This is an optimization exercise on Yosys and OpenROAD, whose aim is small area and few clock cycles, not a production implementation.
In this exercise RTL edits were held to simulation tests only and were not proved equivalent to the original.

==> design/flow/design.v <==
`default_nettype none
module gpr(
    input  wire                     clk,
    input  wire [4:0]     RdAddr0,
    output reg  [31:0]    RdData0,
    input  wire [4:0]     RdAddr1,
    output reg  [31:0]    RdData1,
    input  wire                     WE,
    input  wire [4:0]     WrAddr,
    input  wire [31:0]    WrData
);
    reg [31:0] GPR [0 : 32 - 1];
    wire [32-1:0] Sel0 = {{32-1{1'b0}}, 1'b1} << RdAddr0;
    wire [32-1:0] Sel1 = {{32-1{1'b0}}, 1'b1} << RdAddr1;
    integer i;
    always @(*)
    begin
        RdData0 = 32'h0;
        RdData1 = 32'h0;
        for (i = 0; i < 32; i = i + 1)
        begin
            RdData0 = RdData0 | ({32{Sel0[i]}} & GPR[i]);
            RdData1 = RdData1 | ({32{Sel1[i]}} & GPR[i]);
        end
    end
    always @(posedge clk)
    begin
        if (WE)
        begin
            GPR[WrAddr] <= WrData;
        end
    end
endmodule
module cpu(
    input  wire                     clk,
    input  wire                     reset_,
    input  wire [31:0]    M0BusRdData,
    input  wire                     M0BusRdy_,
    input  wire                     M0BusGrnt_,
    output wire                     M0BusReq_,
    output wire [29:0]    M0BusAddr,
    output wire                     M0BusAs_,
    input  wire [31:0]    M1BusRdData,
    input  wire                     M1BusRdy_,
    input  wire                     M1BusGrnt_,
    output wire                     M1BusReq_,
    output wire [29:0]    M1BusAddr,
    output wire                     M1BusAs_,
    output wire                     M1BusRW,
    output wire [31:0]    M1BusWrData,
    input  wire [31:0]    IFSPMRdData,
    output wire [11:0]     IFSPMAddr,
    output wire                     IFSPMAs_,
    input  wire [31:0]    MemSPMRdData,
    output wire [11:0]     MemSPMAddr,
    output wire                     MemSPMAs_,
    output wire                     MemSPMRW,
    output wire [31:0]    MemSPMWrData
);
    localparam ST_IDLE = 2'd0;
    localparam ST_REQ  = 2'd1;
    localparam ST_ACC  = 2'd2;
    localparam ST_WAIT = 2'd3;
    reg  [29:0]    PC;
    reg  [31:0]    IR;
    reg                      IRV;
    reg  [1:0]               M0St;
    reg  [1:0]               M1St;
    reg                      ExeMode;
    reg                      IntEn;
    reg                      PreExeMode;
    reg                      PreIntEn;
    reg  [2:0]      ExpCode;
    reg                      DlyFlag;
    reg  [7:0]    Mask;
    reg  [29:0]    EPC;
    reg  [29:0]    ExpVector;
    reg  [29:0]    PrePC;
    reg                      BrFlag;
    reg                      LdPend;
    reg  [4:0]     LdDst;
    reg  [31:0]    LdAddr;
    wire                     PCSpm = (PC[29:27] == 1);
    wire                     FetchRdy = PCSpm | ((M0St == ST_WAIT) & ~M0BusRdy_);
    wire [31:0]    FetchInsn = PCSpm ? IFSPMRdData : M0BusRdData;
    wire [29:0]    PCInc = PC + 1'b1;
    assign IFSPMAddr = PC[11:0];
    assign IFSPMAs_  = ~PCSpm;
    assign M0BusReq_ = (M0St == ST_IDLE) ? PCSpm : 1'b0;
    assign M0BusAs_  = ~(M0St == ST_ACC);
    assign M0BusAddr = PC;
    wire [5:0]       Op  = IR[31:26];
    wire [4:0]     RaA = IR[25:21];
    wire [4:0]     RbA = IR[20:16];
    wire [4:0]     RcA = IR[15:11];
    wire [15:0]      Imm = IR[15:0];
    wire [31:0]    ImmS = {{16{Imm[15]}}, Imm};
    wire [31:0]    ImmU = {{16{1'b0}}, Imm};
    wire IsAlu  = (Op[5:4] == 2'b00);
    wire IsR    = IsAlu & (~Op[0] | (Op == 6'h0B));
    wire IsImmS = (Op == 6'h07) | (Op == 6'h09) |
                  (Op == 6'h16) | (Op == 6'h17);
    wire IsCmp  = (Op[5:2] == 4'b0100);                  
    wire IsBr   = IsCmp | (Op == 6'h14) | (Op == 6'h15);
    wire IsCall = (Op == 6'h15);
    wire IsLd   = (Op == 6'h16);
    wire IsSt   = (Op == 6'h17);
    wire IsMem  = IsLd | IsSt;
    wire IsRdcr = (Op == 6'h19);
    wire IsWrcr = (Op == 6'h1A);
    wire IsExrt = (Op == 6'h1B);
    wire IsTrap = (Op == 6'h18);
    wire IsUndef = Op[5] | (Op[4:2] == 3'b111);
    wire IsAdds = (Op == 6'h06) | (Op == 6'h07);
    wire IsSubs = (Op == 6'h0A);
    wire IsSub  = (Op == 6'h0A) | (Op == 6'h0B) | IsCmp;
    wire IsShl  = (Op[5:1] == 5'b00111);
    wire IsShift = (Op[5:2] == 4'b0011);
    wire [31:0] GPRRaD;
    wire [31:0] GPRRbD;
    wire MatchA = LdPend & (RaA == LdDst);
    wire MatchB = LdPend & (RbA == LdDst);
    wire Squash = MatchA | MatchB;
    wire Valid  = IRV & ~Squash;
    wire [31:0] RaD = MatchA ? LdAddr : GPRRaD;
    wire [31:0] RbD = MatchB ? LdAddr : GPRRbD;
    wire                  GPRWE;
    wire [4:0]  GPRWrAddr = IsCall ? 5'd31 : (IsR ? RcA : RbA);
    wire [31:0] GPRWrData;
    gpr GPR(
        .clk(clk),
        .RdAddr0(RaA),
        .RdData0(GPRRaD),
        .RdAddr1(RbA),
        .RdData1(GPRRbD),
        .WE(GPRWE),
        .WrAddr(GPRWrAddr),
        .WrData(GPRWrData)
    );
    wire [31:0] In1 = (IsR | IsCmp) ? RbD : (IsImmS ? ImmS : ImmU);
    wire [31:0] AddB = IsSub ? ~In1 : In1;
    wire [32:0] SumC = {1'b0, RaD} + {1'b0, AddB} + {{32{1'b0}}, IsSub};
    wire [31:0] Sum = SumC[31:0];
    wire                  Eq = (Sum == 32'h0);
    wire                  Lt = ~SumC[32];
    wire In0Pos = ~RaD[31] & (|RaD);
    wire In0Neg = RaD[31];
    wire In1Pos = ~In1[31] & (|In1);
    wire In1Neg = In1[31];
    wire OutPos = ~Sum[31] & ~Eq;
    wire OutNeg = Sum[31];
    wire OF = (IsAdds & ((In0Pos & In1Pos & OutNeg) | (In0Neg & In1Neg & OutPos))) |
              (IsSubs & ((In0Neg & In1Pos & OutPos) | (In0Pos & In1Neg & OutNeg)));
    function [31:0] rev32;
        input [31:0] x;
        integer k;
        begin
            for (k = 0; k < 32; k = k + 1)
                rev32[k] = x[32 - 1 - k];
        end
    endfunction
    wire [31:0] ShIn  = IsShl ? rev32(RaD) : RaD;
    wire [31:0] ShR   = ShIn >> In1[4:0];
    wire [31:0] ShOut = (|In1[31:5]) ? 32'h0 :
                                  (IsShl ? rev32(ShR) : ShR);
    reg [31:0] CRegRd;
    always @(*)
    begin
        case (RaA)
            5'h0     : CRegRd = {30'h0, IntEn, ExeMode};
            5'h1 : CRegRd = {30'h0, PreIntEn, PreExeMode};
            5'h2         : CRegRd = {PC, 2'h0};
            5'h3        : CRegRd = {EPC, 2'h0};
            5'h4 : CRegRd = {ExpVector, 2'h0};
            5'h5      : CRegRd = {28'h0, DlyFlag, ExpCode};
            5'h6   : CRegRd = {24'h0, Mask};
            5'h1d   : CRegRd = $unsigned(8192);
            5'h1e   : CRegRd = $unsigned(16384);
            5'h1f    : CRegRd = {8'd18, 8'd8, 8'd1, 8'd0};
            default               : CRegRd = 32'h0;
        endcase
    end
    wire MisAlign = IsMem & (Sum[1:0] != 2'b00);
    wire MemInSpm = (Sum[31:29] == 3'b001);
    wire MemGo    = Valid & IsMem & ~MisAlign;
    wire BusMem   = MemGo & ~MemInSpm;
    wire M1Done   = (M1St == ST_WAIT) & ~M1BusRdy_;
    assign MemSPMAs_    = ~(MemGo & MemInSpm);
    assign MemSPMAddr   = Sum[13:2];
    assign MemSPMRW     = ~IsSt;
    assign MemSPMWrData = RbD;
    assign M1BusReq_    = (M1St == ST_IDLE) ? ~BusMem : 1'b0;
    assign M1BusAs_     = ~(M1St == ST_ACC);
    assign M1BusAddr    = Sum[31:2];
    assign M1BusRW      = ~IsSt;
    assign M1BusWrData  = RbD;
    wire [31:0] LoadData = MemInSpm ? MemSPMRdData : M1BusRdData;
    wire Priv = ExeMode & (IsRdcr | IsWrcr | IsExrt);
    wire Exc  = Valid & (IsUndef | IsTrap | Priv | OF | MisAlign);
    wire Exrt = Valid & IsExrt;
    wire [2:0] ExcCode = IsUndef ? 3'h2 :
                                  IsTrap  ? 3'h5 :
                                  Priv    ? 3'h6 :
                                  OF      ? 3'h3 :
                                            3'h4;
    wire Taken = IsBr & ((Op == 6'h10)   ?  Eq :
                         (Op == 6'h11)  ? ~Eq :
                         (Op == 6'h13) ?  Lt :
                         (Op == 6'h12) ? 1'b0 : 1'b1);
    wire [29:0] BrTarget = IsCmp ? (PC + ImmS[29:0]) : RaD[31:2];
    reg [31:0] Result;
    always @(*)
    begin
        case (Op[3:1])
            3'b000:  Result = RaD & In1;
            3'b001:  Result = RaD | In1;
            3'b010:  Result = RaD ^ In1;
            3'b110,
            3'b111:  Result = ShOut;
            default: Result = Sum;
        endcase
        if (IsCall) Result = {PCInc, 2'h0};
        if (IsLd)   Result = LoadData;
        if (IsRdcr) Result = CRegRd;
    end
    wire NeedFetch = IsBr | Exc | Exrt;
    wire Commit = IRV & (~NeedFetch | FetchRdy) & (~BusMem | M1Done);
    wire Redirect = Commit & (Exc | Exrt | Taken);
    wire [29:0] NewPC = Exc ? ExpVector : (Exrt ? EPC : BrTarget);
    assign GPRWE = Commit & Valid & ~Exc & (IsAlu | IsCall | IsLd | IsRdcr);
    assign GPRWrData = Result;
    always @(posedge clk or negedge reset_)
    begin
        if (reset_ == 1'b0)
        begin
            PC   <= 30'h0;
            IRV  <= 1'b0;
            M0St <= ST_IDLE;
            M1St <= ST_IDLE;
        end
        else
        begin
            if (Redirect)
            begin
                PC  <= NewPC;
                IRV <= ~(Exc | Exrt);
            end
            else if (FetchRdy & (~IRV | Commit))
            begin
                PC  <= PCInc;
                IRV <= 1'b1;
            end
            else if (Commit)
            begin
                IRV <= 1'b0;
            end
            case (M0St)
                ST_IDLE: if (~PCSpm) M0St <= M0BusGrnt_ ? ST_REQ : ST_ACC;
                ST_REQ:  if (~M0BusGrnt_) M0St <= ST_ACC;
                ST_ACC:  M0St <= ST_WAIT;
                ST_WAIT: if (~M0BusRdy_) M0St <= ST_IDLE;
            endcase
            case (M1St)
                ST_IDLE: if (BusMem) M1St <= M1BusGrnt_ ? ST_REQ : ST_ACC;
                ST_REQ:  if (~M1BusGrnt_) M1St <= ST_ACC;
                ST_ACC:  M1St <= ST_WAIT;
                ST_WAIT: if (~M1BusRdy_) M1St <= ST_IDLE;
            endcase
        end
    end
    always @(posedge clk)
    begin
        if (FetchRdy & (~IRV | Commit))
        begin
            IR <= FetchInsn;
        end
    end
    always @(posedge clk or negedge reset_)
    begin
        if (reset_ == 1'b0)
        begin
            LdPend <= 1'b0;
        end
        else if (Commit)
        begin
            LdPend <= Valid & IsLd & ~Exc;
        end
    end
    always @(posedge clk)
    begin
        if (Commit)
        begin
            LdDst  <= RbA;
            LdAddr <= Sum;
        end
    end
    always @(posedge clk or negedge reset_)
    begin
        if (reset_ == 1'b0)
        begin
            ExeMode     <= 1'b0;
            IntEn       <= 1'b0;
            PreExeMode  <= 1'b0;
            PreIntEn    <= 1'b0;
            ExpCode     <= 3'h0;
            Mask        <= {8{1'b1}};
            DlyFlag     <= 1'b0;
            EPC         <= 30'h0;
            ExpVector   <= 30'h0;
            PrePC       <= 30'h0;
            BrFlag      <= 1'b0;
        end
        else if (Commit & Valid)
        begin
            PrePC  <= PC;
            BrFlag <= IsBr;
            if (Exc)
            begin
                ExeMode     <= 1'b0;
                IntEn       <= 1'b0;
                PreExeMode  <= ExeMode;
                PreIntEn    <= IntEn;
                ExpCode     <= ExcCode;
                DlyFlag     <= BrFlag;
                EPC         <= PrePC;
            end
            else if (IsExrt)
            begin
                ExeMode     <= PreExeMode;
                IntEn       <= PreIntEn;
            end
            else if (IsWrcr)
            begin
                case (RbA)
                    5'h0:
                    begin
                        ExeMode     <= RaD[0];
                        IntEn       <= RaD[1];
                    end
                    5'h1:
                    begin
                        PreExeMode  <= RaD[0];
                        PreIntEn    <= RaD[1];
                    end
                    5'h3:        EPC       <= RaD[31:2];
                    5'h4: ExpVector <= RaD[31:2];
                    5'h5:
                    begin
                        DlyFlag     <= RaD[3];
                        ExpCode     <= RaD[2:0];
                    end
                    5'h6:   Mask      <= RaD[7:0];
                    default: ;
                endcase
            end
        end
    end
endmodule
==> design/flow/run.sh <==
#!/bin/bash
# synth_recipe.tcl (not shown) runs the flow's synth.tcl, then flattens the netlist and writes it again
# the make line also repeats each setting of config.mk as NAME=value (left out here)
make -C /OpenROAD-flow-scripts/flow DESIGN_CONFIG=/design/flow/config.mk WORK_HOME=/design/flow/orfs CLKGATE_MAP_FILE= SYNTH_SCRIPT=/design/flow/synth_recipe.tcl finish
==> design/flow/config.mk <==
export PLATFORM = sky130hd
export DESIGN_NAME = cpu
export DESIGN_NICKNAME = cpu
export VERILOG_FILES = /design/flow/design.v
export SDC_FILE = /design/flow/constraint.sdc
export NUM_CORES = 4
export LEC_CHECK = 0
export CAP_MARGIN = 20
export CORE_MARGIN = 2
export CORE_UTILIZATION = 25
export PLACE_DENSITY = 0.45
export SLEW_MARGIN = 20
==> design/flow/constraint.sdc <==
create_clock -name core_clock -period 11.0 [get_ports {clk}]
set_input_delay 2.2000 -clock core_clock [delete_from_list [all_inputs] [get_ports {clk}]]
set_output_delay 2.2000 -clock core_clock [all_outputs]
set_load 0.01 [all_outputs]
==> results.sh, run 1 <==
export IMPL_status="finished with violations"
export IMPL_violations="setup timing"
export IMPL_std_cell_rows=192
export IMPL_cts_tree="built"
export IMPL_cap_violations=0
export IMPL_fin_crit_sh=1.01
export IMPL_grt_usage=0.314
export IMPL_grt_pass1_wl_um=592000
export IMPL_dpl_hpwl_um=313000
export IMPL_htreeDepth=4
export IMPL_cp_max_fo=22
export IMPL_startpoint_type="register"
export IMPL_ys_ff_latch=1236
export IMPL_rr_worst_depth=29
export IMPL_layout_drive_gt1_share=0.158
export IMPL_coreArea_sq_mm=0.273
export IMPL_port_buffers=289
export IMPL_detail_route_wl_per_cell_um=44.1
export IMPL_cp_arrival_ns=8.95
export IMPL_finalHoldViolCount=0
export IMPL_grt_overflow_total=0
export IMPL_vias=66600
export IMPL_whs_path_depth=2
export IMPL_die_area_sq_mm=0.279
export IMPL_clk_latency_ns=0.88
export IMPL_synth_edf_count=1093
export IMPL_final_util=0.308
export IMPL_fin_worst_skew_ns=0.0942
export IMPL_ios=290
export IMPL_fmax_mhz=89.7
export IMPL_drc=0
export IMPL_numCtsBuffers=146
export IMPL_synth_cells=6262
export IMPL_avgViaCountPerCell=6.44
export IMPL_syn_area_per_cell_sq_um=11.0
export IMPL_worst_pin_slew_ns=1.34
export IMPL_yosysSeqAreaShare=0.530
export IMPL_cp_end_kind="output pin"
export IMPL_syn_to_final_growth_pct=22.4
export IMPL_worstHoldPathType="register to register"
export IMPL_finalSetupViolations=1
export IMPL_synthArstFlopShare=0.116
export IMPL_clk_pin_slew_ns=0.06
export IMPL_worstSetupPathType="register to output pin"
export IMPL_required_ns=8.80
export IMPL_fin_hold_ws_ns=0.464
export IMPL_clock_tree_root_cell="clkbuf_16"
export IMPL_nets=6870
export IMPL_ant_nets=0
export IMPL_synth_ff_type="edfxtp_1"
export IMPL_yosysWarnings=2
export IMPL_fp_dieW_um=528
export IMPL_syn_nets=6533
export IMPL_wl_um=457000
export IMPL_clk_path_buf_depth=3
export IMPL_start_util=0.251
export IMPL_routabilityCongestion=1.01
export IMPL_synthDistinctLibCells=101
export IMPL_grt_pass1_vias=61900
export IMPL_drt_iter0_drc=12300
export IMPL_clkSinkCount=1236
export IMPL_grt_max_degree=99
export IMPL_min_period_ns=11.15
export IMPL_synth_area_sq_mm=0.0687
export IMPL_dr_pass1_iters=7
export IMPL_slew_headroom=0.103
export IMPL_finalMaxSlewViolations=0
export IMPL_dieHeight_um=528
export IMPL_fin_ws_ns=-0.150
export IMPL_antenna_found_initial=53
state kept, by name (all words and copies together), names as in the netlist, 2 cells and up:
register   count
ExpVector     30
M0St           2
EPC           30
ExpCode        3
LdDst          5
IR            32
GPR.GPR     1024
Mask           8
PrePC         30
M1St           2
PC            30
LdAddr        32
kinds of logic (layout without fill, tap and decap cells):
logic type	count (synthesis)	count (layout)	synth area share
DFF	1236	1236	0.530
AOI/OAI and AO/OA	1568	1568	0.165
muxes	300	300	0.0456
buffers and inverters	703	1161	0.0448
adders and majority gates	137	137	0.0252
other	0	42	0
xor gates and xnor gates	111	111	0.0142
and+or+nand+nor	2207	2208	0.175
cell type report:
type / count / area (sq um)
fill: 27800 / 189000
sequential: 1236 / 36400
multi-input combinational: 4324 / 30400
timing repair buffer: 780 / 7260
tap: 3589 / 4490
clock buffer: 177 / 3810
clock inverter: 93 / 1160
inverter: 111 / 417
antenna: 42 / 105
worst max-delay path, cell delays in order (launching register included):
cell and delay [ns]:
edfxtp_1 0.56, buf_4 0.29, buf_4 0.43, mux2_2 0.39, a32o_1 0.32, a221oi_1 0.44
o2111ai_1 0.19, nor3_1 0.62, nor2_1 0.16, a21oi_1 0.88, xnor2_1 0.31, ha_1 0.31
a21o_1 0.17, a21o_1 0.18, a21o_1 0.21, a21oi_1 0.18, o21bai_1 0.09, a21oi_1 0.24
nor2_1 0.07, a31oi_1 0.23, nand4b_1 0.18, or4_2 0.70, a21boi_0 0.29, clkdlybuf4s50_1 0.60
metal layers:
metal  vias up  part of all wire  global-route usage
li1      25400                 -                   -
met1     33600              0.37               0.384
met2      6024              0.42               0.457
met3      1581              0.13               0.106
met4        34             0.087               0.231
met5         -           0.00056                   0
through the flow:
| stage | cells | setup slack (ns) | area (sq um) | TNS (ns) |
|---|---|---|---|---|
| final | 10400 | -0.150 | 84100 | -0.150 |
| after global routing | 10300 | -0.0101 | 84000 | -0.0101 |
| after CTS | 10300 | 0.0153 | 83800 | 0 |
| after detailed placement | 10000 | 0.477 | 78700 | 0 |
| after global placement | 10000 | -0.526 | 78600 | -149.75 |
| after floorplan | 6262 | 1.23 | 68700 | 0 |
synthesized netlist by cell type, drive strengths merged, types with 30 or more instances:
library cell / instances / area (sq um)
and3: 711 / 4450
and4: 48 / 420
xnor2: 75 / 657
a211oi: 38 / 285
a31oi: 48 / 307
nor3: 70 / 350
xor2: 36 / 315
mux2: 101 / 1140
nand3: 320 / 1600
nor4: 59 / 384
dfrtp: 135 / 3380
mux2i: 199 / 1990
a221oi: 47 / 412
a21oi: 238 / 1190
o22ai: 36 / 225
a22oi: 408 / 3060
and2: 30 / 188
o211ai: 32 / 240
nand2: 277 / 1040
nor2: 355 / 1340
inv: 110 / 413
a22o: 34 / 298
o21ai: 197 / 990
a2111oi: 199 / 1770
nand2b: 31 / 194
edfxtp: 1093 / 32800
ha: 135 / 1690
clkbuf: 413 / 1550
nand4: 163 / 1020
a21o: 56 / 428
buf: 179 / 1110
what timing repair did:
action / in CTS / in global routing
cloned: 0 / 1
endpoints found under the setup margin: 2 / 2
hold buffers: 0 / 0
pin swaps: 1 / 3
resized for setup: 12 / 21
buffers inserted: 20 / 7
final timing paths:
kind,to,slack [ns],start
max,M1BusReq_,-0.15,IR[19]
min,Mask[4],0.46,Mask[4]
max reg2reg,GPR.GPR[11][11],0.72,IR[19]
min reg2reg,Mask[4],0.46,Mask[4]
max in group asynchronous,BrFlag,8.12,reset_
min in group asynchronous,PrePC[20],1.37,reset_
layout by cell type (no fill, tap or decap), types with 42 or more instances in the layout:
master / Yosys / final
edfxtp_1: 1093 / 1093
and3_1: 711 / 710
buf_4: 91 / 436
a22oi_1: 408 / 408
nand3_1: 320 / 316
clkdlybuf4s50_1: 0 / 285
nand2_1: 277 / 273
nor2_1: 354 / 272
a21oi_1: 237 / 236
mux2i_1: 199 / 199
a2111oi_0: 196 / 188
nand4_1: 163 / 163
clkbuf_16: 0 / 146
o21ai_0: 153 / 142
dfrtp_1: 135 / 135
ha_1: 135 / 135
inv_1: 109 / 107
mux2_2: 100 / 100
xnor2_1: 75 / 74
nor2_4: 0 / 71
nor3_1: 70 / 65
a21o_1: 55 / 55
buf_12: 0 / 54
nor4_1: 58 / 49
and4_1: 48 / 48
a221oi_1: 47 / 47
diode_2: 0 / 42
o21ai_1: 43 / 42
==> inputs of run 2 (changes only) <==
--- a/design/flow/design.v
+++ b/design/flow/design.v
@@ -147,10 +147,10 @@
     wire In0Neg = RaD[31];
     wire In1Pos = ~In1[31] & (|In1);
     wire In1Neg = In1[31];
-    wire OutPos = ~Sum[31] & ~Eq;
     wire OutNeg = Sum[31];
-    wire OF = (IsAdds & ((In0Pos & In1Pos & OutNeg) | (In0Neg & In1Neg & OutPos))) |
-              (IsSubs & ((In0Neg & In1Pos & OutPos) | (In0Pos & In1Neg & OutNeg)));
+    wire BothMin = (RaD == 32'h8000_0000) & (In1 == 32'h8000_0000);
+    wire OF = (IsAdds & ((In0Pos & In1Pos & OutNeg) | (In0Neg & In1Neg & ~OutNeg & ~BothMin))) |
+              (IsSubs & ((In0Neg & In1Pos & ~OutNeg) | (In0Pos & In1Neg & OutNeg)));
     function [31:0] rev32;
         input [31:0] x;
         integer k;
@@ -181,7 +181,12 @@
         endcase
     end
     wire MisAlign = IsMem & (Sum[1:0] != 2'b00);
-    wire MemInSpm = (Sum[31:29] == 3'b001);
+    wire [16:0] LoSum = {1'b0, RaD[15:0]} + {1'b0, Imm};
+    wire        HiInc = ~Imm[15] &  LoSum[16] & (&RaD[28:16]);
+    wire        HiDec =  Imm[15] & ~LoSum[16] & ~(|RaD[28:16]);
+    wire MemInSpm = ((RaD[31:29] == 3'b001) & ~HiInc & ~HiDec) |
+                    ((RaD[31:29] == 3'b000) &  HiInc) |
+                    ((RaD[31:29] == 3'b010) &  HiDec);
     wire MemGo    = Valid & IsMem & ~MisAlign;
     wire BusMem   = MemGo & ~MemInSpm;
     wire M1Done   = (M1St == ST_WAIT) & ~M1BusRdy_;
@@ -191,7 +196,7 @@
     assign MemSPMWrData = RbD;
     assign M1BusReq_    = (M1St == ST_IDLE) ? ~BusMem : 1'b0;
     assign M1BusAs_     = ~(M1St == ST_ACC);
-    assign M1BusAddr    = Sum[31:2];
+    assign M1BusAddr    = M1Addr;
     assign M1BusRW      = ~IsSt;
     assign M1BusWrData  = RbD;
     wire [31:0] LoadData = MemInSpm ? MemSPMRdData : M1BusRdData;
@@ -268,6 +273,11 @@
             endcase
         end
     end
+    reg [29:0] M1Addr;
+    always @(posedge clk)
+    begin
+        M1Addr <= Sum[31:2];
+    end
     always @(posedge clk)
     begin
         if (FetchRdy & (~IRV | Commit))
==> design/flow/flow/run.sh (new file) <==
#!/bin/bash
# Layout flow: the standard synthesis (unchanged), then a second technology mapping of
# the combinational logic only, for area (flip-flops are kept exactly as synthesis made
# them), then the standard layout from the floorplan on. Each tool's output goes to a
# log file of its own in the work folder.
set -euo pipefail
W=$(pwd)
R=$W/orfs/results/$FLOW_PLATFORM/cpu/base

bash standard.sh synth > $W/log_1_standard_synth.log 2>&1
cp $R/1_2_yosys.v $W/standard_1_2_yosys.v

export REMAP_DIR=$W
export REMAP_LIB=$FLOW_HOME/platforms/$FLOW_PLATFORM/lib/sky130_fd_sc_hd__tt_025C_1v80.lib
export REMAP_IN=$W/standard_1_2_yosys.v
export REMAP_OUT=$W/remapped_1_2_yosys.v
export REMAP_SEQ="$(grep -oE 'sky130_fd_sc_hd__(df|edf|sdf|dl)[a-z0-9]*_[0-9]+' $REMAP_IN | sort -u | sed 's/^/=/' | tr '\n' ' ')"
export REMAP_DONT="$(sed -n '/DONT_USE_CELLS += /,/^$/p' $FLOW_HOME/platforms/$FLOW_PLATFORM/config.mk | grep -oE 'sky130_fd_sc_hd__[a-z0-9_]+' | sed 's/^/-dont_use /' | tr '\n' ' ')"
yosys -c $W/flow/remap.tcl > $W/log_2_remap.log 2>&1

cp $REMAP_OUT $R/1_2_yosys.v
touch $R/1_2_yosys.v
bash standard.sh finish > $W/log_3_standard_layout.log 2>&1
==> design/flow/flow/remap.abc (new file) <==
&get -n
&st
&dch -f
&nf -R 1000 -p -C 32 -F 8 -A 4
&put
==> design/flow/flow/remap.tcl (new file) <==
# Second technology mapping of the combinational logic of the standard synthesis.
# Every flip-flop instance stays as it is (name, cell type, connections); only the
# gates between them are mapped again, for area.
yosys read_liberty -ignore_miss_func $::env(REMAP_LIB)
yosys read_verilog $::env(REMAP_IN)
yosys hierarchy -top $::env(FLOW_TOP)
yosys blackbox {*}$::env(REMAP_SEQ)
yosys flatten
yosys opt -purge
yosys abc -liberty $::env(REMAP_LIB) {*}$::env(REMAP_DONT) -script $::env(REMAP_DIR)/flow/remap.abc
yosys opt_clean -purge
yosys write_verilog -noattr -nohex -nodec $::env(REMAP_DIR)/remap_tmp.v
# read the mapped netlist back against the library's cells only
yosys design -reset
yosys read_liberty -lib $::env(REMAP_LIB)
yosys read_verilog $::env(REMAP_DIR)/remap_tmp.v
yosys hierarchy -top $::env(FLOW_TOP)
yosys splitnets
yosys opt_clean -purge
yosys hilomap -singleton -hicell sky130_fd_sc_hd__conb_1 HI -locell sky130_fd_sc_hd__conb_1 LO
yosys insbuf -buf sky130_fd_sc_hd__buf_4 A X
yosys tee -o $::env(REMAP_DIR)/remap_stat.txt stat -liberty $::env(REMAP_LIB)
yosys check -assert -mapped
yosys write_verilog -noattr -nohex -nodec $::env(REMAP_OUT)
==> design/flow/standard.sh (new file) <==
#!/bin/bash
# synth_recipe.tcl (not shown) runs the flow's synth.tcl, then flattens the netlist and writes it again
# the make line also repeats each setting of config.mk as NAME=value (left out here)
make -C /OpenROAD-flow-scripts/flow DESIGN_CONFIG=/design/flow/config.mk WORK_HOME=/design/flow/orfs CLKGATE_MAP_FILE= SYNTH_SCRIPT=/design/flow/synth_recipe.tcl "${@:-finish}"
removed: design/flow/run.sh
==> results.sh, run 2 <==
export IMPL_worstReg2RegStart="IR[17]"
export IMPL_status="no timing/DRC/antenna violations"
export IMPL_cp_arrival_ns=8.53
export IMPL_numCtsBuffers=150
export IMPL_cp_common_cell="buf_4"
export IMPL_rr_worst_depth=40
export IMPL_grt_usage=0.313
export IMPL_drc=0
export IMPL_ant_nets=0
export IMPL_htreeDepth=4
export IMPL_num_fill_cells=24000
export IMPL_grt_setup_unrepaired="false"
export IMPL_clk_latency_ns=0.86
export IMPL_fin_worst_skew_ns=0.0666
export IMPL_vias=58500
export IMPL_crit_slowest_cell="o32ai_2"
export IMPL_mostFrequentLayoutCell="edfxtp_1"
export IMPL_critPathLaunch="IR[23]"
export IMPL_layout_drive_gt1_share=0.144
export IMPL_yosysWarnings=2
export IMPL_die_area_sq_mm=0.245
export IMPL_grt_pass1_wl_um=517000
export IMPL_cp_num_buf_inv=5
export IMPL_grt_pass1_vias=54400
export IMPL_antenna_found_initial=30
export IMPL_finalSetupViolations=0
export IMPL_clock_tree_root_cell="clkbuf_16"
export IMPL_grt_max_degree=105
export IMPL_clkSinkCount=1266
export IMPL_ios=290
export IMPL_top_register="GPR.GPR"
export IMPL_nets=5887
export IMPL_max_stage_delay_ns=0.97
export IMPL_reg_largest_list="GPR.GPR: 1024 flops, IR: 32 flops, LdAddr: 32 flops"
export IMPL_largest_register_ffs=1024
export IMPL_synth_area_sq_mm=0.0603
export IMPL_avgViaCountPerCell=6.44
export IMPL_cp_end_kind="output pin"
export IMPL_drt_iter0_drc=13100
export IMPL_finalHoldViolCount=0
export IMPL_start_util=0.251
export IMPL_whs_path_depth=2
export IMPL_worst_pin_slew_ns=1.26
export IMPL_detail_route_wl_per_cell_um=43.8
export IMPL_final_util=0.321
export IMPL_cap_violations=0
export IMPL_coreArea_sq_mm=0.240
export IMPL_min_period_ns=10.73
export IMPL_syn_to_final_growth_pct=28.0
export IMPL_startpoint_type="register"
export IMPL_cp_max_fo=14
export IMPL_setup_tns_ns=0
export IMPL_dpl_worst_slack_ns=0.252
export IMPL_finalMaxSlewViolations=0
export IMPL_std_cell_rows=180
export IMPL_port_buffers=289
export IMPL_synth_cells=4954
export IMPL_r2r_end="PC[13]"
export IMPL_fin_hold_ws_ns=0.486
export IMPL_cts_tree="built"
export IMPL_worstSetupPathType="register to output pin"
export IMPL_fmax_mhz=93.2
export IMPL_dpl_hpwl_um=259000
export IMPL_crit_chain="nand2_1 > buf_4 > or2_0 > nor3_2 > buf_4 > buf_4 > a222oi_1 > nand4_1 > o32ai_2 > buf_4 > a2bb2oi_1 > o31ai_1 > maj3_1 > o2111ai_1 > a21oi_1 > nor2_1 > nor3_1 > nor4_1 > o21ai_4 > a211oi_1 > clkdlybuf4s50_1"
export IMPL_routabilityCongestion=0.999
export IMPL_slew_headroom=0.162
export IMPL_grt_overflow_total=0
export IMPL_worstHoldPathType="register to register"
export IMPL_hold_path_endpoint="PrePC[23]"
export IMPL_reg2reg_slack_ns=0.34
export IMPL_hold_start="PrePC[23]"
export IMPL_dieHeight_um=495
export IMPL_wl_um=398000
export IMPL_holdBufCountCts=0
export IMPL_syn_area_per_cell_sq_um=12.2
export IMPL_clk_pin_slew_ns=0.07
export IMPL_cp_top_family="compound AO/OA/AOI/OAI gates"
export IMPL_fp_dieW_um=495
export IMPL_required_ns=8.80
export IMPL_fin_ws_ns=0.269
export IMPL_fin_crit_sh=0.976
export IMPL_dr_pass1_iters=17
export IMPL_final_cell_mix="1093 x edfxtp_1, 517 x nand2_1, 452 x nor2_1, 403 x a222oi_1, 368 x buf_4"
export IMPL_clk_path_buf_depth=3
export IMPL_syn_nets=5088
[run 2: through the flow]
stage,cells,cell area (sq um)
after floorplan,4954,60500
after global placement,8783,71900
after detailed placement,8783,71900
after CTS,9061,77100
after global routing,9066,77200
final,9083,77200
[run 2: worst register-to-register path: cells and delay by family (launching register included)]
kind / cells / cell delay, ns
flip-flops: 1 / 0.54
AND/OR/NAND/NOR: 22 / 5.48
adder cells (fa/ha/maj): 1 / 0.41
XOR/XNOR: 2 / 0.38
AO/OA/AOI/OAI: 10 / 1.95
buffers and inverters: 5 / 1.81
[run 2: repair_timing]
action | CTS | global route
gates resized for setup | 0 | 4
endpoints found under the setup margin | 0 | 671
setup buffers | 0 | 1
[run 2: cell type report]
cell class	count	area, sq um	area share
antenna	19	47.5	0.000616
clock buffer	191	4080	0.0529
clock inverter	87	1080	0.0140
inverter	61	229	0.00297
multi-input combinational	3552	23800	0.308
sequential	1266	37000	0.479
tap	3185	3990	0.0516
timing repair buffer	722	6960	0.0901
[run 2: routing by layer]
layer | up-vias | track usage | share of wire
met1 | 29300 | 0.405 | 0.38
li1 | 22200 | - | -
met4 | 29 | 0.185 | 0.074
met3 | 1473 | 0.104 | 0.13
met2 | 5460 | 0.450 | 0.41
met5 | - | 0.00352 | 0.00068
[run 2: worst max path at each step]
stage                     end  slack (ns)  cells past startpoint
3_5_place_dp           PC[13]        0.25                     46
3_3_place_gp           PC[13]        0.27                     46
5_1_grt                PC[27]        0.01                     46
4_1_cts        MemSPMAddr[11]        0.15                     26
2_1_floorplan          PC[13]        0.10                     36
6_report            M1BusReq_        0.27                     21
==> inputs of run 3 (changes only) <==
--- a/design/flow/design.v
+++ b/design/flow/design.v
@@ -66,6 +66,9 @@
     reg                      IRV;
     reg  [1:0]               M0St;
     reg  [1:0]               M1St;
+    reg  [29:0]    M1Addr;
+    reg                      M1RW;
+    reg  [31:0]    M1WrData;
     reg                      ExeMode;
     reg                      IntEn;
     reg                      PreExeMode;
@@ -78,15 +81,15 @@
     reg  [29:0]    PrePC;
     reg                      BrFlag;
     reg                      LdPend;
+    reg                      OvfDone;
+    reg                      OvfR;
     reg  [4:0]     LdDst;
-    reg  [31:0]    LdAddr;
     wire                     PCSpm = (PC[29:27] == 1);
     wire                     FetchRdy = PCSpm | ((M0St == ST_WAIT) & ~M0BusRdy_);
     wire [31:0]    FetchInsn = PCSpm ? IFSPMRdData : M0BusRdData;
     wire [29:0]    PCInc = PC + 1'b1;
     assign IFSPMAddr = PC[11:0];
     assign IFSPMAs_  = ~PCSpm;
-    assign M0BusReq_ = (M0St == ST_IDLE) ? PCSpm : 1'b0;
     assign M0BusAs_  = ~(M0St == ST_ACC);
     assign M0BusAddr = PC;
     wire [5:0]       Op  = IR[31:26];
@@ -116,12 +119,15 @@
     wire IsSub  = (Op == 6'h0A) | (Op == 6'h0B) | IsCmp;
     wire IsShl  = (Op[5:1] == 5'b00111);
     wire IsShift = (Op[5:2] == 4'b0011);
+    wire M0Start = ~PCSpm & ~(IRV & IsMem) & (M1St == ST_IDLE);
+    assign M0BusReq_ = (M0St == ST_IDLE) ? ~M0Start : 1'b0;
     wire [31:0] GPRRaD;
     wire [31:0] GPRRbD;
     wire MatchA = LdPend & (RaA == LdDst);
     wire MatchB = LdPend & (RbA == LdDst);
     wire Squash = MatchA | MatchB;
     wire Valid  = IRV & ~Squash;
+    wire [31:0] LdAddr = {M1Addr, 2'h0};
     wire [31:0] RaD = MatchA ? LdAddr : GPRRaD;
     wire [31:0] RbD = MatchB ? LdAddr : GPRRbD;
     wire                  GPRWE;
@@ -141,7 +147,7 @@
     wire [31:0] AddB = IsSub ? ~In1 : In1;
     wire [32:0] SumC = {1'b0, RaD} + {1'b0, AddB} + {{32{1'b0}}, IsSub};
     wire [31:0] Sum = SumC[31:0];
-    wire                  Eq = (Sum == 32'h0);
+    wire                  Eq = (RaD == RbD);
     wire                  Lt = ~SumC[32];
     wire In0Pos = ~RaD[31] & (|RaD);
     wire In0Neg = RaD[31];
@@ -197,11 +203,13 @@
     assign M1BusReq_    = (M1St == ST_IDLE) ? ~BusMem : 1'b0;
     assign M1BusAs_     = ~(M1St == ST_ACC);
     assign M1BusAddr    = M1Addr;
-    assign M1BusRW      = ~IsSt;
-    assign M1BusWrData  = RbD;
+    assign M1BusRW      = M1RW;
+    assign M1BusWrData  = M1WrData;
+    wire BusMemDone = IsSt ? (M1St == ST_IDLE) : (M1Done & M1RW);
     wire [31:0] LoadData = MemInSpm ? MemSPMRdData : M1BusRdData;
     wire Priv = ExeMode & (IsRdcr | IsWrcr | IsExrt);
-    wire Exc  = Valid & (IsUndef | IsTrap | Priv | OF | MisAlign);
+    wire IsAddSub = IsAdds | IsSubs;
+    wire Exc  = Valid & (IsUndef | IsTrap | Priv | (IsAddSub & OvfR) | MisAlign);
     wire Exrt = Valid & IsExrt;
     wire [2:0] ExcCode = IsUndef ? 3'h2 :
                                   IsTrap  ? 3'h5 :
@@ -213,6 +221,9 @@
                          (Op == 6'h13) ?  Lt :
                          (Op == 6'h12) ? 1'b0 : 1'b1);
     wire [29:0] BrTarget = IsCmp ? (PC + ImmS[29:0]) : RaD[31:2];
+    wire FetchIsBr = (FetchInsn[31:28] == 4'b0100) | (FetchInsn[31:27] == 5'b01010);
+    wire FetchHits = (FetchInsn[25:21] == RbA) | (FetchInsn[20:16] == RbA);
+    wire LdAddrBusy = (M1St != ST_IDLE) & (~FetchRdy | (FetchIsBr & FetchHits));
     reg [31:0] Result;
     always @(*)
     begin
@@ -228,8 +239,11 @@
         if (IsLd)   Result = LoadData;
         if (IsRdcr) Result = CRegRd;
     end
-    wire NeedFetch = IsBr | Exc | Exrt;
-    wire Commit = IRV & (~NeedFetch | FetchRdy) & (~BusMem | M1Done);
+    wire Commit = IRV & (~IsBr | FetchRdy) &
+                  (~(Exc | Exrt) | FetchRdy | (M0St == ST_IDLE)) &
+                  (~BusMem | BusMemDone) &
+                  ~(Valid & IsLd & ~Exc & ~BusMem & LdAddrBusy) &
+                  ~(Valid & IsAddSub & ~OvfDone);
     wire Redirect = Commit & (Exc | Exrt | Taken);
     wire [29:0] NewPC = Exc ? ExpVector : (Exrt ? EPC : BrTarget);
     assign GPRWE = Commit & Valid & ~Exc & (IsAlu | IsCall | IsLd | IsRdcr);
@@ -260,7 +274,7 @@
                 IRV <= 1'b0;
             end
             case (M0St)
-                ST_IDLE: if (~PCSpm) M0St <= M0BusGrnt_ ? ST_REQ : ST_ACC;
+                ST_IDLE: if (M0Start) M0St <= M0BusGrnt_ ? ST_REQ : ST_ACC;
                 ST_REQ:  if (~M0BusGrnt_) M0St <= ST_ACC;
                 ST_ACC:  M0St <= ST_WAIT;
                 ST_WAIT: if (~M0BusRdy_) M0St <= ST_IDLE;
@@ -273,10 +287,14 @@
             endcase
         end
     end
-    reg [29:0] M1Addr;
     always @(posedge clk)
     begin
-        M1Addr <= Sum[31:2];
+        if ((M1St == ST_IDLE) & IRV & ~Squash)
+        begin
+            M1Addr   <= Sum[31:2];
+            M1RW     <= ~IsSt;
+            M1WrData <= RbD;
+        end
     end
     always @(posedge clk)
     begin
@@ -301,11 +319,25 @@
         if (Commit)
         begin
             LdDst  <= RbA;
-            LdAddr <= Sum;
         end
     end
     always @(posedge clk or negedge reset_)
     begin
+        if (reset_ == 1'b0)
+        begin
+            OvfDone <= 1'b0;
+        end
+        else
+        begin
+            OvfDone <= IRV & Valid & IsAddSub & ~Commit;
+        end
+    end
+    always @(posedge clk)
+    begin
+        OvfR <= OF;
+    end
+    always @(posedge clk or negedge reset_)
+    begin
         if (reset_ == 1'b0)
         begin
             ExeMode     <= 1'b0;
--- a/design/flow/flow/run.sh
+++ b/design/flow/flow/run.sh
@@ -1,8 +1,8 @@
 #!/bin/bash
 # Layout flow: the standard synthesis (unchanged), then a second technology mapping of
 # the combinational logic only, for area (flip-flops are kept exactly as synthesis made
-# them), then the standard layout from the floorplan on. Each tool's output goes to a
-# log file of its own in the work folder.
+# them), then the standard layout from the floorplan on, with small port buffers and
+
 set -euo pipefail
 W=$(pwd)
 R=$W/orfs/results/$FLOW_PLATFORM/cpu/base
@@ -20,4 +20,7 @@
 
 cp $REMAP_OUT $R/1_2_yosys.v
 touch $R/1_2_yosys.v
-bash standard.sh finish > $W/log_3_standard_layout.log 2>&1
+
+# every port still gets its buffer, a small one
+PORTBUF="-buffer_cell sky130_fd_sc_hd__buf_1"
+bash standard.sh "BUFFER_PORTS_ARGS=$PORTBUF" finish > $W/log_3_standard_layout.log 2>&1
==> results.sh, run 3 <==
export IMPL_status="no timing/DRC/antenna violations"
export IMPL_dieHeight_um=498
export IMPL_ant_nets=0
export IMPL_dpl_hpwl_um=291000
export IMPL_grt_pass1_wl_um=550000
export IMPL_synth_area_sq_mm=0.0610
export IMPL_drt_iter0_drc=13800
export IMPL_wl_um=426000
export IMPL_finalMaxSlewViolations=0
export IMPL_syn_nets=5076
export IMPL_final_cells=9125
export IMPL_grt_pass1_vias=55900
export IMPL_grt_usage=0.330
export IMPL_start_util=0.251
export IMPL_layout_drive_gt1_share=0.149
export IMPL_numCtsBuffers=151
export IMPL_mostFrequentLayoutCell="edfxtp_1"
export IMPL_grt_setup_unrepaired="false"
export IMPL_coreArea_sq_mm=0.243
export IMPL_required_ns=8.80
export IMPL_htreeDepth=4
export IMPL_largest_register_ffs=1024
export IMPL_num_fill_cells=24400
export IMPL_ios=290
export IMPL_min_period_ns=10.78
export IMPL_synth_cells=4942
export IMPL_slew_headroom=0.161
export IMPL_fmax_mhz=92.7
export IMPL_cp_arrival_ns=8.58
export IMPL_holdBufCountCts=0
export IMPL_cts_tree="built"
export IMPL_fin_ws_ns=0.218
export IMPL_cap_violations=0
export IMPL_multi_input_area_sq_mm=0.0241
export IMPL_drc=0
export IMPL_dpl_worst_slack_ns=0.290
export IMPL_clk_path_buf_depth=3
export IMPL_vias=60300
export IMPL_seq_area_sq_mm=0.0374
export IMPL_cp_max_fo=38
export IMPL_clock_tree_root_cell="clkbuf_16"
export IMPL_fin_crit_sh=0.980
export IMPL_final_cell_mix="1124 x edfxtp_1, 491 x nand2_1, 437 x buf_4, 422 x a222oi_1, 331 x nor2_1"
export IMPL_grt_overflow_total=0
export IMPL_yosysWarnings=2
export IMPL_cp_end_kind="output pin"
export IMPL_startpoint_type="register"
export IMPL_syn_area_per_cell_sq_um=12.3
export IMPL_worst_pin_slew_ns=1.25
export IMPL_top_register="GPR.GPR"
export IMPL_finalHoldViolCount=0
export IMPL_setup_tns_ns=0
export IMPL_worstSetupPathType="register to output pin"
export IMPL_detail_route_wl_per_cell_um=46.7
export IMPL_port_buffers=289
export IMPL_fp_dieW_um=498
export IMPL_syn_to_final_growth_pct=24.7
export IMPL_finalSetupViolations=0
export IMPL_std_cell_rows=181
export IMPL_fin_worst_skew_ns=0.0874
export IMPL_grt_max_degree=71
export IMPL_fin_hold_ws_ns=0.481
export IMPL_clkSinkCount=1269
export IMPL_clk_latency_ns=0.87
export IMPL_avgViaCountPerCell=6.61
export IMPL_clk_pin_slew_ns=0.05
export IMPL_dr_pass1_iters=14
export IMPL_antenna_found_initial=30
export IMPL_worstHoldPathType="register to register"
export IMPL_die_area_sq_mm=0.248
export IMPL_routabilityCongestion=1.04
export IMPL_nets=5918
export IMPL_reg_largest_list="GPR.GPR: 1024 flops, IR: 32 flops, M1WrData: 32 flops"
export IMPL_dp_cells=8829
## run 3: routing by layer
| metal | part of all wire | routed length, um | vias to the layer above | track usage |
|---|---|---|---|---|
| met5 | 0.00036 | 154 | - | 0 |
| met2 | 0.42 | 178000 | 5919 | 0.486 |
| met1 | 0.37 | 157000 | 30400 | 0.411 |
| li1 | - | - | 22400 | - |
| met3 | 0.14 | 57800 | 1588 | 0.120 |
| met4 | 0.079 | 33800 | 18 | 0.203 |
## run 3: final cells by class
type	instances	share of cell area
Sequential cell	1269	0.491
Multi-Input combinational cell	3534	0.317
Timing Repair Buffer	761	0.0669
Tap cell	3202	0.0526
Clock buffer	175	0.0515
Clock inverter	102	0.0171
Inverter	67	0.00330
Antenna cell	15	0.000493
## run 3: what timing repair did
| action | 4_1_cts | 5_1_grt |
|---|---|---|
| setup buffers | 0 | 3 |
| gates resized for setup | 0 | 6 |
| endpoints found under the hold margin | 0 | 0 |
| setup endpoints to repair | 0 | 40 |
## run 3: metrics by stage
| step | util | instance area [sq um] |
|---|---|---|
| 2_1_floorplan | - | 61200 |
| 3_3_place_gp | 0.291 | 70700 |
| 3_5_place_dp | 0.291 | 70800 |
| 4_1_cts | 0.313 | 76000 |
| 5_1_grt | 0.313 | 76100 |
| 6_report | 0.313 | 76100 |
## run 3: worst max-delay path, stage by stage, from the launching register on
cell and delay [ns]:
edfxtp_1 0.51, buf_4 0.25, or3_1 0.51, nor2_4 0.48, buf_4 0.51, buf_4 0.62, a222oi_1 0.23, nand3_1 0.16
nor3_1 0.06, nand4_1 0.33, o21ai_1 0.31, buf_4 0.31, xnor2_1 0.22, nor2_1 0.06, o22ai_1 0.11, o21ai_0 0.09
o21ai_0 0.10, a21oi_1 0.06, a221oi_1 0.22, a21oi_1 0.08, a41oi_1 0.60, nand3_1 0.17, or4_1 0.48, o311ai_4 0.15
buf_4 0.61, nand2_1 0.18, buf_1 0.19
## run 3: path summary, 6_finish.rpt
kind,cells after the start,from,end,slack [ns]
min in group asynchronous,1,reset_,PrePC[24],1.40
worst min register to register,1,PrePC[25],PrePC[25],0.48
max in group asynchronous,3,reset_,ExpVector[3],7.53
worst max register to register,49,IR[21],ExpCode[1],0.56
worst min-delay path,1,PrePC[25],PrePC[25],0.48
worst max-delay path,26,IR[21],MemSPMAs_,0.22
==> inputs of run 4 (changes only) <==
--- a/design/flow/config.mk
+++ b/design/flow/config.mk
@@ -7,6 +7,6 @@
 export LEC_CHECK = 0
 export CAP_MARGIN = 20
 export CORE_MARGIN = 2
-export CORE_UTILIZATION = 25
-export PLACE_DENSITY = 0.45
+export CORE_UTILIZATION = 35
+export PLACE_DENSITY = 0.55
 export SLEW_MARGIN = 20
==> results.sh, run 4 <==
export IMPL_syn_area_per_cell_sq_um=12.3
export IMPL_drt_met1_wl_um=135000
export IMPL_grt_setup_unrepaired="false"
export IMPL_fmax_mhz=94.3
export IMPL_yosysWarnings=2
export IMPL_drt_iter0_drc=15700
export IMPL_largest_register_ffs=1024
export IMPL_dr_pass1_iters=15
export IMPL_avgViaCountPerCell=7.34
export IMPL_synth_area_sq_mm=0.0610
export IMPL_cp_num_buf_inv=8
export IMPL_dpl_hpwl_um=268000
export IMPL_die_area_sq_mm=0.178
export IMPL_worstReg2RegStart="IR[24]"
export IMPL_cp_end_kind="register"
export IMPL_dp_cells=7940
export IMPL_clk_latency_ns=0.87
export IMPL_holdBufCountCts=0
export IMPL_wl_um=395000
export IMPL_layout_drive_gt1_share=0.143
export IMPL_min_period_ns=10.60
export IMPL_cp_top_family="compound AO/OA/AOI/OAI gates"
export IMPL_clk_pin_slew_ns=0.06
export IMPL_top_register="GPR.GPR"
export IMPL_worst_pin_slew_ns=1.37
export IMPL_hold_path_endpoint="PrePC[21]"
export IMPL_fin_worst_skew_ns=0.0863
export IMPL_dieHeight_um=422
export IMPL_cap_violations=0
export IMPL_wl_met2_um=160000
export IMPL_clkSinkCount=1269
export IMPL_whs_path_depth=1
export IMPL_antenna_found_initial=31
export IMPL_num_fill_cells=16200
export IMPL_final_cell_mix="1124 x edfxtp_1, 491 x nand2_1, 436 x buf_4, 422 x a222oi_1, 335 x nor2_1"
export IMPL_final_cells=8210
export IMPL_worstHoldPathType="register to register"
export IMPL_finalMaxSlewViolations=0
export IMPL_routabilityCongestion=1.09
export IMPL_drc=0
export IMPL_clock_tree_root_cell="clkbuf_16"
export IMPL_detail_route_wl_per_cell_um=48.1
export IMPL_status="no timing/DRC/antenna violations"
export IMPL_cp_max_fo=12
export IMPL_wl_met3_um=59800
export IMPL_fin_crit_sh=0.964
export IMPL_placed_area_sq_mm=0.0694
export IMPL_cts_tree="built"
export IMPL_required_ns=11.73
export IMPL_clk_path_buf_depth=3
export IMPL_grt_overflow_total=0
export IMPL_startpoint_type="register"
export IMPL_finalSetupViolations=0
export IMPL_grt_pass1_wl_um=516000
export IMPL_setup_tns_ns=0
export IMPL_grt_max_degree=66
export IMPL_mostFrequentLayoutCell="edfxtp_1"
export IMPL_syn_to_final_growth_pct=21.5
export IMPL_fp_dieW_um=422
export IMPL_reg2reg_slack_ns=0.40
export IMPL_ant_nets=0
export IMPL_std_cell_rows=153
export IMPL_ios=290
export IMPL_top_layer_used="met5"
export IMPL_reg_largest_list="GPR.GPR: 1024 flops, IR: 32 flops, M1WrData: 32 flops"
export IMPL_slew_headroom=0.0780
export IMPL_r2r_end="ExpCode[1]"
export IMPL_worstSetupPathType="register to register"
export IMPL_port_buffers=289
export IMPL_design_area_sq_mm=0.0741
export IMPL_vias=60300
export IMPL_finalHoldViolCount=0
export IMPL_grt_pass1_vias=55700
export IMPL_grt_usage=0.429
export IMPL_rr_worst_depth=47
export IMPL_max_stage_delay_ns=0.60
export IMPL_start_util=0.351
export IMPL_cp_common_cell="buf_4"
export IMPL_synth_cells=4942
export IMPL_cp_arrival_ns=11.33
export IMPL_numCtsBuffers=141
export IMPL_coreArea_sq_mm=0.174
export IMPL_hold_start="PrePC[21]"
export IMPL_nets=5901
export IMPL_syn_nets=5076
export IMPL_htreeDepth=4
export IMPL_crit_slowest_cell="edfxtp_1"
run 4: per-layer routing:
layer	up-vias	track usage
met5	-	0.00215
met4	26	0.324
met2	6323	0.610
met3	1926	0.176
li1	22400	-
met1	29700	0.516
run 4: cell type report:
class	instances	area, sq um	area share
inverter	67	251	0.00339
clock buffer	163	3640	0.0491
multi-input combinational	3534	24000	0.324
antenna	9	22.5	0.000304
clock inverter	89	971	0.0131
timing repair buffer	754	4940	0.0667
sequential	1269	37400	0.504
tap	2325	2910	0.0392
run 4: worst max-delay path by stage:
stage,start,endpoint,slack [ns],cells past startpoint
after floorplan,IR[28],PC[17],0.02,40
after global placement,IR[19],ExpCode[1],0.65,44
after detailed placement,IR[24],ExpCode[1],0.74,48
after CTS,IR[24],ExpCode[1],0.67,48
after global routing,IR[17],ExpCode[1],0.02,53
final,IR[24],ExpCode[1],0.40,47
run 4: what timing repair did:
item | CTS | global route
resized for setup | 0 | 3
setup buffers | 0 | 8
setup endpoints to repair | 0 | 72
run 4: through the flow:
stage	util	hold slack, ns	worst slack [ns]
6_report	0.427	0.481	0.399
5_1_grt	0.427	0.505	0.0240
4_1_cts	0.426	0.486	0.674
3_5_place_dp	0.400	0.471	0.741
3_3_place_gp	0.400	0.462	0.655
2_1_floorplan	-	0.453	0.0227
==> inputs of run 5 (changes only) <==
--- a/design/flow/flow/run.sh
+++ b/design/flow/flow/run.sh
@@ -23,4 +23,5 @@
 
 # every port still gets its buffer, a small one
 PORTBUF="-buffer_cell sky130_fd_sc_hd__buf_1"
-bash standard.sh "BUFFER_PORTS_ARGS=$PORTBUF" finish > $W/log_3_standard_layout.log 2>&1
+CTSARGS="-sink_clustering_enable -repair_clock_nets -dont_use_dummy_load"
+bash standard.sh "BUFFER_PORTS_ARGS=$PORTBUF" "CTS_ARGS=$CTSARGS" finish > $W/log_3_standard_layout.log 2>&1
==> results.sh, run 5 <==
export IMPL_wl_um=394000
export IMPL_finalSetupViolations=0
export IMPL_final_cell_mix="1124 x edfxtp_1, 490 x nand2_1, 434 x buf_4, 422 x a222oi_1, 335 x nor2_1"
export IMPL_vias=59900
export IMPL_layout_drive_gt1_share=0.134
export IMPL_cp_common_cell="buf_4"
export IMPL_whs_path_depth=1
export IMPL_slew_headroom=0.168
export IMPL_hold_start="PrePC[21]"
export IMPL_clkSinkCount=1269
export IMPL_fin_crit_sh=0.960
export IMPL_seq_area_sq_mm=0.0374
export IMPL_routabilityCongestion=1.09
export IMPL_finalMaxSlewViolations=0
export IMPL_dpl_hpwl_um=268000
export IMPL_mostFrequentLayoutCell="edfxtp_1"
export IMPL_cp_end_kind="register"
export IMPL_num_fill_cells=16200
export IMPL_drt_iter0_drc=14900
export IMPL_synth_area_sq_mm=0.0610
export IMPL_top_register="GPR.GPR"
export IMPL_worstReg2RegStart="IR[18]"
export IMPL_dr_pass1_iters=14
export IMPL_multi_input_area_sq_mm=0.0240
export IMPL_ant_nets=0
export IMPL_required_ns=11.68
export IMPL_fin_ws_ns=0.440
export IMPL_syn_nets=5076
export IMPL_fp_dieW_um=422
export IMPL_design_area_sq_mm=0.0730
export IMPL_ios=290
export IMPL_numCtsBuffers=141
export IMPL_placed_area_sq_mm=0.0694
export IMPL_std_cell_rows=153
export IMPL_dpl_worst_slack_ns=0.741
export IMPL_largest_register_ffs=1024
export IMPL_rr_worst_depth=51
export IMPL_avgViaCountPerCell=7.39
export IMPL_fmax_mhz=94.7
export IMPL_antenna_found_initial=17
export IMPL_holdBufCountCts=0
export IMPL_grt_setup_unrepaired="false"
export IMPL_worst_pin_slew_ns=1.24
export IMPL_cp_arrival_ns=11.24
export IMPL_clk_latency_ns=0.87
export IMPL_htreeDepth=4
export IMPL_grt_pass1_vias=55400
export IMPL_drc=0
export IMPL_cts_tree="built"
export IMPL_nets=5899
export IMPL_status="no timing/DRC/antenna violations"
export IMPL_detail_route_wl_per_cell_um=48.7
export IMPL_startpoint_type="register"
export IMPL_die_area_sq_mm=0.178
export IMPL_setup_tns_ns=0
export IMPL_max_stage_delay_ns=0.59
export IMPL_reg_largest_list="GPR.GPR: 1024 flops, IR: 32 flops, M1WrData: 32 flops"
export IMPL_port_buffers=289
export IMPL_clk_path_buf_depth=3
export IMPL_finalHoldViolCount=0
export IMPL_grt_overflow_total=0
export IMPL_synth_cells=4942
export IMPL_grt_usage=0.428
export IMPL_cp_max_fo=12
export IMPL_grt_max_degree=66
export IMPL_cap_violations=0
export IMPL_fin_worst_skew_ns=0.143
export IMPL_grt_pass1_wl_um=515000
export IMPL_crit_slowest_cell="edfxtp_1"
export IMPL_yosysWarnings=2
export IMPL_dieHeight_um=422
export IMPL_clk_pin_slew_ns=0.05
export IMPL_coreArea_sq_mm=0.174
export IMPL_start_util=0.351
export IMPL_clock_tree_root_cell="clkbuf_16"
export IMPL_worstSetupPathType="register to register"
export IMPL_min_period_ns=10.56
export IMPL_syn_area_per_cell_sq_um=12.3
export IMPL_worstHoldPathType="register to register"
export IMPL_critPathLaunch="IR[18]"
export IMPL_syn_to_final_growth_pct=19.7
## run 5: metrics by stage
stage          hold slack (ns)  instances   util
2_1_floorplan            0.453       4942      -
3_3_place_gp             0.462       7939  0.400
3_5_place_dp             0.471       7940  0.400
4_1_cts                  0.485       8081  0.420
5_1_grt                  0.502       8088  0.420
6_report                 0.481       8100  0.421
## run 5: path summary, 6_finish.rpt
kind                                 to  slack [ns]
max                          ExpCode[1]        0.44
min                           PrePC[21]        0.48
max reg2reg                  ExpCode[1]        0.44
min reg2reg                   PrePC[21]        0.48
max in group asynchronous  ExpVector[9]        7.56
min in group asynchronous     PrePC[27]        1.55
## run 5: area by class of cell
| type | count | share of cell area |
|---|---|---|
| timing repair buffer | 752 | 0.0675 |
| antenna | 12 | 0.000411 |
| sequential | 1269 | 0.512 |
| inverter | 67 | 0.00344 |
| multi-input combinational | 3534 | 0.329 |
| clock buffer | 141 | 0.0483 |
| tap | 2325 | 0.0398 |
## run 5: per-layer routing
metal	global-route usage	vias up	share of wire
met1	0.517	29400	0.34
met5	0	-	0.00044
met3	0.172	1916	0.15
met4	0.334	18	0.10
li1	-	22300	-
met2	0.605	6246	0.40
## run 5: repair_timing
action / CTS / global route
gates resized for setup: 0 / 5
setup buffers: 0 / 6
setup endpoints to repair: 0 / 72
## run 5: worst max-delay path: cells and delay by family, from the launching register on
family | cells | cell delay (ns)
compound gates | 19 | 4.35
simple gates | 20 | 3.13
buf+inv | 9 | 1.55
flops | 1 | 0.59
fa+ha+maj | 2 | 0.43
xor+xnor | 1 | 0.35
==> inputs of run 6 (changes only) <==
--- a/design/flow/config.mk
+++ b/design/flow/config.mk
@@ -7,6 +7,6 @@
 export LEC_CHECK = 0
 export CAP_MARGIN = 20
 export CORE_MARGIN = 2
-export CORE_UTILIZATION = 35
-export PLACE_DENSITY = 0.55
+export CORE_UTILIZATION = 40
+export PLACE_DENSITY = 0.6
 export SLEW_MARGIN = 20
==> results.sh, run 6 <==
export IMPL_status="no timing/DRC/antenna violations"
export IMPL_wl_met3_um=63900
export IMPL_wl_um=388000
export IMPL_fin_crit_sh=0.969
export IMPL_die_area_sq_mm=0.156
export IMPL_fin_ws_ns=0.338
export IMPL_max_stage_delay_ns=0.80
export IMPL_antenna_found_initial=32
export IMPL_grt_pass1_wl_um=506000
export IMPL_port_buffers=289
export IMPL_htreeDepth=4
export IMPL_vias=60400
export IMPL_dpl_worst_slack_ns=0.471
export IMPL_clock_tree_root_cell="clkbuf_16"
export IMPL_worstHoldPathType="register to register"
export IMPL_final_cell_mix="1124 x edfxtp_1, 491 x nand2_1, 422 x a222oi_1, 415 x buf_4, 334 x nor2_1"
export IMPL_synth_cells=4942
export IMPL_cp_max_fo=38
export IMPL_layout_drive_gt1_share=0.132
export IMPL_worstSetupPathType="register to output pin"
export IMPL_fp_dieW_um=395
export IMPL_syn_to_final_growth_pct=19.2
export IMPL_cp_arrival_ns=8.46
export IMPL_finalSetupViolations=0
export IMPL_crit_slowest_cell="edfxtp_1"
export IMPL_cap_violations=0
export IMPL_finalHoldViolCount=0
export IMPL_clk_path_buf_depth=3
export IMPL_mostFrequentLayoutCell="edfxtp_1"
export IMPL_top_register="GPR.GPR"
export IMPL_syn_area_per_cell_sq_um=12.3
export IMPL_dieHeight_um=395
export IMPL_nets=5883
export IMPL_clk_pin_slew_ns=0.06
export IMPL_drt_met1_wl_um=135000
export IMPL_cp_num_buf_inv=5
export IMPL_clk_latency_ns=0.81
export IMPL_grt_setup_unrepaired="true"
export IMPL_reg_largest_list="GPR.GPR: 1024 flops, IR: 32 flops, M1WrData: 32 flops"
export IMPL_cp_end_kind="output pin"
export IMPL_routabilityCongestion=1.08
export IMPL_syn_nets=5076
export IMPL_grt_overflow_total=0
export IMPL_std_cell_rows=143
export IMPL_grt_pass1_vias=55400
export IMPL_start_util=0.402
export IMPL_required_ns=8.80
export IMPL_dr_pass1_iters=19
export IMPL_largest_register_ffs=1024
export IMPL_ant_nets=0
export IMPL_min_period_ns=10.66
export IMPL_yosysWarnings=2
export IMPL_slew_headroom=0.144
export IMPL_finalMaxSlewViolations=0
export IMPL_coreArea_sq_mm=0.152
export IMPL_dpl_hpwl_um=261000
export IMPL_grt_usage=0.482
export IMPL_avgViaCountPerCell=7.74
export IMPL_synth_area_sq_mm=0.0610
export IMPL_detail_route_wl_per_cell_um=49.8
export IMPL_worst_pin_slew_ns=1.27
export IMPL_cts_tree="built"
export IMPL_cp_top_family="simple AND/OR/NAND/NOR gates"
export IMPL_ios=290
export IMPL_fin_worst_skew_ns=0.0919
export IMPL_clkSinkCount=1269
export IMPL_numCtsBuffers=143
export IMPL_top_layer_used="met5"
export IMPL_drc=0
export IMPL_wl_met2_um=154000
export IMPL_fmax_mhz=93.8
export IMPL_grt_max_degree=71
export IMPL_startpoint_type="register"
export IMPL_holdBufCountCts=0
export IMPL_drt_iter0_drc=16700
-- run 6: per-stage QoR --
stage          hold slack (ns)  cell area, sq um   util  std cells  TNS [ns]
3_5_place_dp             0.471             68900  0.454       7619         0
3_3_place_gp             0.463             68900  0.454       7619         0
6_report                 0.481             72700  0.479       7796         0
4_1_cts                  0.482             72500  0.478       7762         0
5_1_grt                  0.491             72700  0.479       7780    -0.113
2_1_floorplan            0.453             61200      -       4942         0
-- run 6: routing by layer --
metal  GRT usage  up-vias
li1            -    22200
met2       0.666     6636
met1       0.606    29500
met5     0.00616        -
met4       0.316       38
met3       0.214     1963
-- run 6: path summary, 6_finish.rpt --
path | from | to | slack (ns) | cells past startpoint
setup / recovery | IR[22] | MemSPMAs_ | 0.34 | 26
hold / removal | PrePC[17] | PrePC[17] | 0.48 | 1
setup reg to reg | IR[22] | GPR.GPR[11][23] | 0.39 | 34
hold reg to reg | PrePC[17] | PrePC[17] | 0.48 | 1
max in group asynchronous | reset_ | PrePC[6] | 7.58 | 3
min in group asynchronous | reset_ | EPC[26] | 1.48 | 1
-- run 6: layout make-up --
class	instances	area [sq um]
Multi-Input combinational cell	3534	24100
Antenna cell	19	47.5
Clock buffer	143	3580
Inverter	67	251
Fill cell	13800	79000
Timing Repair Buffer	734	4830
Sequential cell	1269	37400
Tap cell	2030	2540
-- run 6: repair_timing --
action	4_1_cts	5_1_grt
resized for setup	0	5
setup endpoints to repair	0	108
buffers inserted	0	14
endpoints found under the hold margin	0	0
-- run 6: worst reg2reg max path: cells and delay by family (launching register included) --
kind,cells,cell delay (ns)
DFF,1,0.80
AOI/OAI and AO/OA,15,2.67
and+or+nand+nor,13,4.50
adders and majority gates,1,0.39
buffers and inverters,5,1.86

port drivers added, routing unchanged:
No port has a modelled driver above. Below, the same layouts with a new extraction and two added sets of constraints.
Step 1 assumes that a clkbuf_16 drives the clock port and a buf_2 every other input.
Step 2 moves the port delays by t, midway between the first and last clock arrival at a register: inputs arrive t later, outputs are due t later. That takes back most of the time a late clock gives input paths.
Slacks: ideal / step 1 / step 2; pairs: ideal / step 1.
run	t, ns	setup WS [ns]	worst setup path after step 2	slew at the worst register clock pin (ns)
run 1	0.926	-0.150 / -0.242 / 0.684	register to output	0.07 / 0.07
run 2	0.913	0.269 / 0.180 / 0.342	register to register	0.07 / 0.07
run 3	0.917	0.218 / 0.128 / 0.555	register to register	0.07 / 0.07
run 4	0.913	0.399 / 0.399 / 0.399	register to register	0.07 / 0.07
run 5	0.886	0.440 / 0.440 / 0.440	register to register	0.07 / 0.07
run 6	0.859	0.338 / 0.247 / 0.395	register to register	0.07 / 0.07
